This is an optimization exercise on Yosys and OpenROAD, whose aim is small area and a short achievable clock period, not a production implementation.

==> 05-28: inputs <==
==> flow/design.v <==
module resizer (
	input clk,
	input rst,
	input s_valid_i,
	input s_last_i,
	input [2:0] s_keep_i,
	input [11:0] s_data_i,
	output wire s_ready_o,
	output m_valid_o,
	input m_ready_i,
	output m_last_o,
	output [1:0] m_keep_o,
	output [7:0] m_data_o
);
reg        sev;         
reg [15:0] se;          
always @(posedge clk) begin
	if (rst) begin
		sev <= 1'b0;
		se  <= 16'd0;
	end else begin
		sev <= s_valid_i;
		se  <= {s_last_i, s_data_i[11:8], s_keep_i[2], s_data_i[7:4], s_keep_i[1], s_data_i[3:0], s_keep_i[0]};
	end
end
reg rst_q;
always @(posedge clk) rst_q <= rst;
reg [4:0] w;        
reg [5:0] r;        
reg [6:0] q;        
reg ov;             
reg uf;             
reg pu;             
reg rep;            
reg [4:0] keepdat [0:71];    
reg       lastb   [0:23];    
wire wr = sev & ~ov;
genvar gs;
generate
for (gs = 0; gs < 24; gs = gs + 1) begin : slot
	wire en = rst_q | (wr & (w == gs));
	always @(posedge clk) begin
		if (en) begin
			keepdat[3*gs]   <= se[4:0];
			keepdat[3*gs+1] <= se[9:5];
			keepdat[3*gs+2] <= se[14:10];
			lastb[gs]       <= se[15];
		end
	end
end
endgenerate
reg [11:0] rd;
integer i;
always @* begin
	rd = 12'd0;
	for (i = 0; i < 36; i = i + 1) begin
		if (r == i && !rst_q)
			rd = rd | { keepdat[2*i+1][4:1], (((2*i+1)%3)==2) ? lastb[(2*i+1)/3] : 1'b0, keepdat[2*i+1][0],
			            keepdat[2*i][4:1],   (((2*i)%3)==2)   ? lastb[(2*i)/3]   : 1'b0, keepdat[2*i][0] };
	end
end
wire p1  = (q >= 7'd68);           
wire p2  = (q[6:1] == 6'd0);       
wire p0  = (q == 7'd0);
wire w23 = (w == 5'd23);
wire r35 = (r == 6'd35);
wire wz  = (w == 5'd0);
wire a   = sev & ~ov;
wire wrapw = w23 & a;
wire [4:0] winc = w23 ? 5'd0 : w + 5'd1;
wire [5:0] rinc = r35 ? 6'd0 : r + 6'd1;
wire [6:0] q_p3 = (q >= 7'd69) ? q - 7'd69 : q + 7'd3;
wire [6:0] q_m2 = (q <= 7'd1)  ? q + 7'd70 : q - 7'd2;
wire [6:0] q_p1 = (q == 7'd71) ? 7'd0 : q + 7'd1;
reg [4:0] w_n [0:1];
reg [5:0] r_n [0:1];
reg [6:0] q_n [0:1];
reg ov_n [0:1];
reg uf_n [0:1];
reg c1, c2, mer, ovx, ufx, wi, ri;
integer k;
always @* begin
	for (k = 0; k < 2; k = k + 1) begin
		mer = k;
		c1 = p1 & ~(wrapw ^ (r35 & mer & ~uf));
		c2 = p2 & ~wz & ~wrapw;
		ovx = ov; ufx = uf;
		if (a) begin
			ufx = 1'b0;
			if (c1) ovx = 1'b1;
		end
		if (mer && !ufx) begin
			if (!c1) ovx = 1'b0;
			if (c2) ufx = 1'b1;
		end
		wi = sev & ~ovx;
		ri = mer & ~p0;
		w_n[k] = ufx ? 5'd0 : wi ? winc : w;
		r_n[k] = ufx ? 6'd0 : ri ? rinc : r;
		q_n[k] = ufx ? 7'd0 : (wi & ri) ? q_p1 : wi ? q_p3 : ri ? q_m2 : q;
		ov_n[k] = ufx ? 1'b0 : ovx;
		uf_n[k] = ufx;
	end
end
reg [11:0] me;       
reg [1:0]  mk;       
reg        mv, ml;
function [1:0] keep_res(input [11:0] e, input rp, input [1:0] pk);
	reg [1:0] la, ke;
	begin
		la = {e[7], e[1]};
		ke = {e[6], e[0]};
		if (la != 0)
			keep_res = rp ? ~pk : (((la - 2'd1) | la) & ke);
		else
			keep_res = ke;
	end
endfunction
wire u0 = uf | uf_n[0];
wire u1 = uf | uf_n[1];
wire [1:0] kr0 = keep_res(me, rep, mk);
wire [1:0] kr1 = keep_res(rd, 1'b0, mk);
wire rep0 = ~rep & me[1] & ~me[7] & ~u0;
wire rep1 = rd[1] & ~rd[7] & ~u1;
wire mv0 = ~(u0 & pu) & (kr0 != 2'd0);
wire mv1 = ~(u1 & pu) & (kr1 != 2'd0);
wire ml0 = ~rep & (me[1] | me[7]);
wire ml1 = rd[1] | rd[7];
wire mr = m_ready_i & ~rep;
always @(posedge clk) begin
	if (rst) begin
		w <= 0; r <= 0; q <= 0; ov <= 0; uf <= 1; pu <= 1; rep <= 0;
		me <= 0; mk <= 0; mv <= 0; ml <= 0;
	end else begin
		w   <= mr ? w_n[1]  : w_n[0];
		r   <= mr ? r_n[1]  : r_n[0];
		q   <= mr ? q_n[1]  : q_n[0];
		ov  <= mr ? ov_n[1] : ov_n[0];
		uf  <= mr ? uf_n[1] : uf_n[0];
		pu  <= mr ? u1      : u0;
		rep <= mr ? rep1    : rep0;
		me  <= mr ? rd      : me;
		mk  <= mr ? kr1     : kr0;
		mv  <= mr ? mv1     : mv0;
		ml  <= mr ? ml1     : ml0;
	end
end
assign s_ready_o = ~ov;
assign m_valid_o = mv;
assign m_last_o  = ml;
assign m_keep_o  = mk;
assign m_data_o  = {me[11:8], me[5:2]};
endmodule
==> flow/run.sh <==
#!/bin/bash
# synth_recipe.tcl (not shown) runs the flow's synth.tcl, then flattens the netlist and writes it again
# the make line also repeats each setting of config.mk as NAME=value (left out here)
make -C /OpenROAD-flow-scripts/flow DESIGN_CONFIG=/design/flow/config.mk WORK_HOME=/design/flow/orfs CLKGATE_MAP_FILE= SYNTH_SCRIPT=/design/flow/synth_recipe.tcl finish
==> flow/config.mk <==
export PLATFORM = sky130hd
export DESIGN_NAME = resizer
export DESIGN_NICKNAME = resizer
export VERILOG_FILES = /design/flow/design.v
export SDC_FILE = /design/flow/constraint.sdc
export NUM_CORES = 4
export LEC_CHECK = 0
export CAP_MARGIN = 20
export CORE_MARGIN = 2
export CORE_UTILIZATION = 40
export SLEW_MARGIN = 20
==> flow/constraint.sdc <==
create_clock -name core_clock -period 6.0 [get_ports {clk}]
set_input_delay 1.2000 -clock core_clock [delete_from_list [all_inputs] [get_ports {clk}]]
set_output_delay 1.2000 -clock core_clock [all_outputs]
set_load 0.01 [all_outputs]
==> 08-26 (differences from 05-28) <==
==> flow/design.v (replaced) <==
module rz_ao222n (
	input a0, b0, a1, b1, a2, b2,
	output y
);
assign y = ~((a0 & b0) | (a1 & b1) | (a2 & b2));
endmodule
module rz_read (
	input  [359:0] kd,       
	input  [23:0]  lb,       
	input  [11:0]  r,        
	input          rst_qn,   
	output [11:0]  rd
);
wire [35:0] sel;
genvar s;
generate
for (s = 0; s < 36; s = s + 1) begin : dec
	assign sel[s] = r[6 + s/6] & r[s%6];
end
endgenerate
genvar b, g;
generate
for (b = 0; b < 12; b = b + 1) begin : bt
	if ((b % 6) == 1) begin : lastbit
		localparam integer OFF = (b / 6);       
		localparam integer I0 = (OFF == 0) ? 1 : 2;
		wire [3:0] y;
		for (g = 0; g < 4; g = g + 1) begin : grp
			rz_ao222n u (
				.a0(sel[I0 + 9*g]),     .b0(lb[(2*(I0 + 9*g)     + OFF) / 3]),
				.a1(sel[I0 + 9*g + 3]), .b1(lb[(2*(I0 + 9*g + 3) + OFF) / 3]),
				.a2(sel[I0 + 9*g + 6]), .b2(lb[(2*(I0 + 9*g + 6) + OFF) / 3]),
				.y(y[g]));
		end
		assign rd[b] = ~&y & rst_qn;
	end else begin : kdbit
		localparam integer OFF = (b / 6);
		localparam integer F = b % 6;
		localparam integer KB = (F == 0) ? 0 : F - 1;    
		wire [11:0] y;
		for (g = 0; g < 12; g = g + 1) begin : grp
			rz_ao222n u (
				.a0(sel[3*g]),   .b0(kd[5*(2*(3*g)   + OFF) + KB]),
				.a1(sel[3*g+1]), .b1(kd[5*(2*(3*g+1) + OFF) + KB]),
				.a2(sel[3*g+2]), .b2(kd[5*(2*(3*g+2) + OFF) + KB]),
				.y(y[g]));
		end
		assign rd[b] = ~&y & rst_qn;
	end
end
endgenerate
endmodule
module rz_wen (
	input  [4:0]  w,
	input         wr,
	input         rst_q,
	output [23:0] en
);
genvar gs;
generate
for (gs = 0; gs < 24; gs = gs + 1) begin : slot
	assign en[gs] = rst_q | (wr & (w == gs));
end
endgenerate
endmodule
module rz_next (
	input  [4:0]  w,
	input  [11:0] r,        
	input  [6:0]  q,
	input         ov, uf, pu, rep, sev,
	input  [11:0] me,
	input  [1:0]  mk,
	input  [11:0] rd,
	output [4:0]  w_0, w_1,
	output [11:0] r_0, r_1,
	output [6:0]  q_0, q_1,
	output        ov_0, ov_1, uf_0, uf_1, pu_0, pu_1, rep_0, rep_1,
	output [1:0]  mk_0, mk_1,
	output        mv_0, mv_1, ml_0, ml_1
);
wire p1  = q[6] & q[2];            
wire p2  = (q[6:1] == 6'd0);       
wire p0  = (q == 7'd0);
wire w23 = (w == 5'd23);
wire r35 = r[11] & r[5];
wire wz  = (w == 5'd0);
wire a   = sev & ~ov;
wire wrapw = w23 & a;
wire [4:0] winc = w23 ? 5'd0 : w + 5'd1;
wire [11:0] rinc = {r[5] ? {r[10:6], r[11]} : r[11:6], r[4:0], r[5]};
wire [6:0] q_p3 = (q >= 7'd69) ? q - 7'd69 : q + 7'd3;
wire [6:0] q_m2 = (q <= 7'd1)  ? q + 7'd70 : q - 7'd2;
wire [6:0] q_p1 = (q == 7'd71) ? 7'd0 : q + 7'd1;
reg [4:0] w_n [0:1];
reg [11:0] r_n [0:1];
reg [6:0] q_n [0:1];
reg ov_n [0:1];
reg uf_n [0:1];
reg c1, c2, mer, ovx, ufx, wi, ri;
integer k;
always @* begin
	for (k = 0; k < 2; k = k + 1) begin
		mer = k;
		c1 = p1 & ~(wrapw ^ (r35 & mer & ~uf));
		c2 = p2 & ~wz & ~wrapw;
		ovx = ov; ufx = uf;
		if (a) begin
			ufx = 1'b0;
			if (c1) ovx = 1'b1;
		end
		if (mer && !ufx) begin
			if (!c1) ovx = 1'b0;
			if (c2) ufx = 1'b1;
		end
		wi = sev & ~ovx;
		ri = mer & ~p0;
		w_n[k] = ufx ? 5'd0 : wi ? winc : w;
		r_n[k] = ufx ? 12'b000001_000001 : ri ? rinc : r;
		q_n[k] = ufx ? 7'd0 : (wi & ri) ? q_p1 : wi ? q_p3 : ri ? q_m2 : q;
		ov_n[k] = ufx ? 1'b0 : ovx;
		uf_n[k] = ufx;
	end
end
function [1:0] keep_res(input [11:0] e, input rp, input [1:0] pk);
	reg [1:0] la, ke;
	begin
		la = {e[7], e[1]};
		ke = {e[6], e[0]};
		if (la != 0)
			keep_res = rp ? ~pk : (((la - 2'd1) | la) & ke);
		else
			keep_res = ke;
	end
endfunction
wire u0 = uf | uf_n[0];
wire u1 = uf | uf_n[1];
wire [1:0] kr0 = keep_res(me, rep, mk);
wire [1:0] kr1 = keep_res(rd, 1'b0, mk);
assign w_0   = w_n[0];
assign r_0   = r_n[0];
assign q_0   = q_n[0];
assign ov_0  = ov_n[0];
assign uf_0  = uf_n[0];
assign pu_0  = u0;
assign rep_0 = ~rep & me[1] & ~me[7] & ~u0;
assign mk_0  = kr0;
assign mv_0  = ~(u0 & pu) & (kr0 != 2'd0);
assign ml_0  = ~rep & (me[1] | me[7]);
assign w_1   = w_n[1];
assign r_1   = r_n[1];
assign q_1   = q_n[1];
assign ov_1  = ov_n[1];
assign uf_1  = uf_n[1];
assign pu_1  = u1;
assign rep_1 = rd[1] & ~rd[7] & ~u1;
assign mk_1  = kr1;
assign mv_1  = ~(u1 & pu) & (kr1 != 2'd0);
assign ml_1  = rd[1] | rd[7];
endmodule
module resizer (
	input clk,
	input rst,
	input s_valid_i,
	input s_last_i,
	input [2:0] s_keep_i,
	input [11:0] s_data_i,
	output wire s_ready_o,
	output m_valid_o,
	input m_ready_i,
	output m_last_o,
	output [1:0] m_keep_o,
	output [7:0] m_data_o
);
reg        sev;         
reg [15:0] se;          
always @(posedge clk) begin
	if (rst) begin
		sev <= 1'b0;
		se  <= 16'd0;
	end else begin
		sev <= s_valid_i;
		se  <= {s_last_i, s_data_i[11:8], s_keep_i[2], s_data_i[7:4], s_keep_i[1], s_data_i[3:0], s_keep_i[0]};
	end
end
reg rst_q, rst_qn;
always @(posedge clk) begin
	rst_q  <= rst;
	rst_qn <= ~rst;
end
reg [4:0] w;        
reg [11:0] r;       
reg [6:0] q;        
reg nov;            
reg uf;             
reg pu;             
reg rep;            
reg [11:0] me;      
reg [1:0]  mk;      
reg        mv, ml;
reg [359:0] kd;     
reg [23:0]  lb;     
wire [23:0] en;
rz_wen u_wen (.w(w), .wr(sev & nov), .rst_q(rst_q), .en(en));
genvar gs;
generate
for (gs = 0; gs < 24; gs = gs + 1) begin : slot
	always @(posedge clk) begin
		if (en[gs]) begin
			kd[15*gs +: 15] <= se[14:0];
			lb[gs]          <= se[15];
		end
	end
end
endgenerate
wire [11:0] rd;
rz_read u_read (.kd(kd), .lb(lb), .r(r), .rst_qn(rst_qn), .rd(rd));
wire [4:0] w_0, w_1;
wire [11:0] r_0, r_1;
wire [6:0] q_0, q_1;
wire ov_0, ov_1, uf_0, uf_1, pu_0, pu_1, rep_0, rep_1, mv_0, mv_1, ml_0, ml_1;
wire [1:0] mk_0, mk_1;
rz_next u_next (
	.w(w), .r(r), .q(q), .ov(~nov), .uf(uf), .pu(pu), .rep(rep), .sev(sev),
	.me(me), .mk(mk), .rd(rd),
	.w_0(w_0), .w_1(w_1), .r_0(r_0), .r_1(r_1), .q_0(q_0), .q_1(q_1),
	.ov_0(ov_0), .ov_1(ov_1), .uf_0(uf_0), .uf_1(uf_1), .pu_0(pu_0), .pu_1(pu_1),
	.rep_0(rep_0), .rep_1(rep_1), .mk_0(mk_0), .mk_1(mk_1),
	.mv_0(mv_0), .mv_1(mv_1), .ml_0(ml_0), .ml_1(ml_1));
wire mr = m_ready_i & ~rep;
always @(posedge clk) begin
	if (rst) begin
		w <= 0; r <= 12'b000001_000001; q <= 0; nov <= 1; uf <= 1; pu <= 1; rep <= 0;
		mk <= 0; mv <= 0; ml <= 0;
	end else begin
		w   <= mr ? w_1   : w_0;
		r   <= mr ? r_1   : r_0;
		q   <= mr ? q_1   : q_0;
		nov <= mr ? ~ov_1 : ~ov_0;
		uf  <= mr ? uf_1  : uf_0;
		pu  <= mr ? pu_1  : pu_0;
		rep <= mr ? rep_1 : rep_0;
		mk  <= mr ? mk_1  : mk_0;
		mv  <= mr ? mv_1  : mv_0;
		ml  <= mr ? ml_1  : ml_0;
	end
end
wire        me_en = mr | rst;
wire [11:0] me_d  = rd & {12{~rst}};
always @(posedge clk)
	if (me_en)
		me <= me_d;
assign s_ready_o = nov;
assign m_valid_o = mv;
assign m_last_o  = ml;
assign m_keep_o  = mk;
assign m_data_o  = {me[11:8], me[5:2]};
endmodule
SETUP_SLACK_MARGIN = 3.6   (was unset)
SYNTH_HIERARCHICAL = 1   (was unset)
==> 12-21 (differences from 05-28) <==
==> flow/design.v (replaced) <==
module resizer (
	input clk,
	input rst,
	input s_valid_i,
	input s_last_i,
	input [2:0] s_keep_i,
	input [11:0] s_data_i,
	output wire s_ready_o,
	output m_valid_o,
	input m_ready_i,
	output m_last_o,
	output [1:0] m_keep_o,
	output [7:0] m_data_o
);
reg        sev;         
reg [15:0] se;          
always @(posedge clk) begin
	if (rst) begin
		sev <= 1'b0;
		se  <= 16'd0;
	end else begin
		sev <= s_valid_i;
		se  <= {s_last_i, s_data_i[11:8], s_keep_i[2], s_data_i[7:4], s_keep_i[1], s_data_i[3:0], s_keep_i[0]};
	end
end
reg rst_q;
always @(posedge clk) rst_q <= rst;
reg [4:0] w;        
reg [5:0] r;        
reg ov;             
reg uf;             
reg pu;             
reg rep;            
reg [4:0] keepdat [0:71];    
reg       lastb   [0:23];    
wire wr = sev & ~ov;
genvar gs;
generate
for (gs = 0; gs < 24; gs = gs + 1) begin : slot
	wire en = rst_q | (wr & (w == gs));
	always @(posedge clk) begin
		if (en) begin
			keepdat[3*gs]   <= se[4:0];
			keepdat[3*gs+1] <= se[9:5];
			keepdat[3*gs+2] <= se[14:10];
			lastb[gs]       <= se[15];
		end
	end
end
endgenerate
reg [11:0] rd;
integer i;
always @* begin
	rd = 12'd0;
	for (i = 0; i < 36; i = i + 1) begin
		if (r == i && !rst_q)
			rd = { keepdat[2*i+1][4:1], (((2*i+1)%3)==2) ? lastb[(2*i+1)/3] : 1'b0, keepdat[2*i+1][0],
			       keepdat[2*i][4:1],   (((2*i)%3)==2)   ? lastb[(2*i)/3]   : 1'b0, keepdat[2*i][0] };
	end
end
wire [6:0] W = w * 3;
wire [6:0] R = {r, 1'b0};
reg [4:0] w_n [0:1];
reg [5:0] r_n [0:1];
reg ov_n [0:1];
reg uf_n [0:1];
reg [6:0] nw, nr;
reg c1, c2, mer, ovx, ufx;
integer k;
always @* begin
	for (k = 0; k < 2; k = k + 1) begin
		mer = k;
		nw = W + 7'd3;
		nr = R + 7'd2;
		if (sev && !ov && nw >= 72) nw = 0;
		if (mer && !uf && nr >= 72) nr = 0;
		c1 = (nr - nw) <= 3 && (nr >= nw) && W < R;
		c2 = (nw - nr) <= 2 && (nw >= nr) && W >= R && W != 0;
		ovx = ov; ufx = uf;
		if (sev && !ovx) begin
			ufx = 1'b0;
			if (c1) ovx = 1'b1;
		end
		if (mer && !ufx) begin
			if (!c1) ovx = 1'b0;
			if (c2) ufx = 1'b1;
		end
		w_n[k] = w; r_n[k] = r;
		if (!ufx) begin
			if (sev && !ovx) w_n[k] = (nw == 0) ? 5'd0 : w + 5'd1;
			if (mer) r_n[k] = (W != R) ? ((nr == 0) ? 6'd0 : r + 6'd1) : 6'd0;
		end else begin
			ovx = 1'b0; w_n[k] = 0; r_n[k] = 0;
		end
		ov_n[k] = ovx; uf_n[k] = ufx;
	end
end
reg [11:0] me;       
reg [1:0]  mk;       
reg        mv, ml;
function [1:0] keep_res(input [11:0] e, input rp, input [1:0] pk);
	reg [1:0] la, ke;
	begin
		la = {e[7], e[1]};
		ke = {e[6], e[0]};
		if (la != 0)
			keep_res = rp ? ~pk : (((la - 2'd1) | la) & ke);
		else
			keep_res = ke;
	end
endfunction
wire [11:0] e0 = me, e1 = rd;
wire u0 = uf | uf_n[0];
wire u1 = uf | uf_n[1];
wire [1:0] kr0 = keep_res(e0, rep, mk);
wire [1:0] kr1 = keep_res(e1, rep, mk);
wire mr = m_ready_i & ~rep;
wire [11:0] e_x = mr ? e1 : e0;
wire        u_x = mr ? u1 : u0;
wire [1:0]  kr_x = mr ? kr1 : kr0;
wire [1:0]  la_x = {e_x[7], e_x[1]};
always @(posedge clk) begin
	if (rst) begin
		w <= 0; r <= 0; ov <= 0; uf <= 1; pu <= 1; rep <= 0;
		me <= 0; mk <= 0; mv <= 0; ml <= 0;
	end else begin
		w  <= mr ? w_n[1] : w_n[0];
		r  <= mr ? r_n[1] : r_n[0];
		ov <= mr ? ov_n[1] : ov_n[0];
		uf <= mr ? uf_n[1] : uf_n[0];
		pu <= u_x;
		rep <= !rep && la_x[0] && !la_x[1] && !u_x;
		me <= e_x;
		mk <= kr_x;
		mv <= !(u_x & pu) & (kr_x != 0);
		ml <= rep ? 1'b0 : (la_x != 0);
	end
end
assign s_ready_o = ~ov;
assign m_valid_o = mv;
assign m_last_o  = ml;
assign m_keep_o  = mk;
assign m_data_o  = {me[11:8], me[5:2]};
endmodule
==> impl_metrics.yaml <==
finish:
  finalNonFillerCells: 2262
  area_delta_synth_final_pct: 13.9
  clkbuf_count: 56
  nonClockBufferCount: 92
yosys:
  synth_top_area_share_pct: 59.7
  synth_fa_ha_area_share_pct: 2.99
  ys_warn_count: 7
global_route:
  grt_pass1_vias: 13635
floorplanning:
  start_util_pct: 40.5
  nWellTaps: 615
run_status:
  status: "no timing/DRC/antenna violations"
placement:
  dp.cells: 2177
critical_path:
  slowest_delay_ns: 0.47
  rr_endpoint: "w[1]"
power_and_ir_drop:
  p_leak_nw: 7.82
Source of the figures above: 12-21

==> impl_metrics.yaml <==
yosys:
  synth-edff-count: 396
  synth_top_area_share_pct: 67.4
  ys_warn_count: 13
run_status:
  status: "no timing/DRC/antenna violations"
global_route:
  met1_usage_pct: 27.6
  grt_pass1_vias: 10302
  busiest_layer: "met2"
placement:
  dp.cells: 1688
min_path:
  hold_depth: 3
critical_path:
  slowest_delay_ns: 0.54
  worstPathRequired_ns: 6.44
finish:
  nonClockBufferCount: 86
  clkbuf_count: 60
  finalNonFillerCells: 1805
  area_delta_synth_final_pct: 16.7
power_and_ir_drop:
  p_leak_nw: 6.89
floorplanning:
  nWellTaps: 585
Source of the figures above: 08-26

==> impl_metrics.yaml <==
critical_path:
  rr_endpoint: "mv"
  slowest_delay_ns: 0.59
finish:
  finalNonFillerCells: 1862
  nNonClkInverters: 17
  area_delta_synth_final_pct: 14.5
  nonClockBufferCount: 63
  clkbuf_count: 67
yosys:
  synth_fa_ha_area_share_pct: 1.43
  synth_top_area_share_pct: 65.9
  ys_warn_count: 8
  synth_cell_types: 73
run_status:
  status: "no timing/DRC/antenna violations"
floorplanning:
  nWellTaps: 585
  start_util_pct: 40.6
min_path:
  hold_depth: 2
placement:
  dp.cells: 1778
power_and_ir_drop:
  p_leak_nw: 7.00
global_route:
  grt_pass1_vias: 10782
Source of the figures above: 05-28

Function was not checked in any run of this note: the RTL went through the layout flow alone.

==> static timing again, ports no longer ideal <==
How much do the figures lean on ideal ports? The routed layouts below were timed once more, with nothing changed but the port constraints. Step 1 (the two cells are an assumption about what drives the block):
set clk [get_ports {clk}]
set_driving_cell -lib_cell sky130_fd_sc_hd__clkbuf_16 $clk
set_driving_cell -lib_cell sky130_fd_sc_hd__buf_2 [delete_from_list [all_inputs] $clk]
Step 2 adds t to the input delays and takes it off the output delays; t is the mean of the earliest and latest rising clock arrival at the registers after step 1. Input paths then give back, and output paths get back, about the clock's delay inside the block. Three values: ideal ports, drivers, drivers and shift; two values: the first two.
run | t, ns | setup WS [ns] | slew at the worst register clock pin (ns)
05-28 | 0.611 | 2.490 / 2.520 / 1.909 | 0.06 / 0.06
08-26 | 0.615 | 3.560 / 3.559 / 3.130 | 0.07 / 0.07
12-21 | 0.633 | 0.335 / 0.335 / 0.335 | 0.06 / 0.06
After both steps every run listed still meets setup and hold. For 05-28, which loses most, drivers alone change the setup slack by +0.030 ns; drivers and shift together by -0.581 ns.
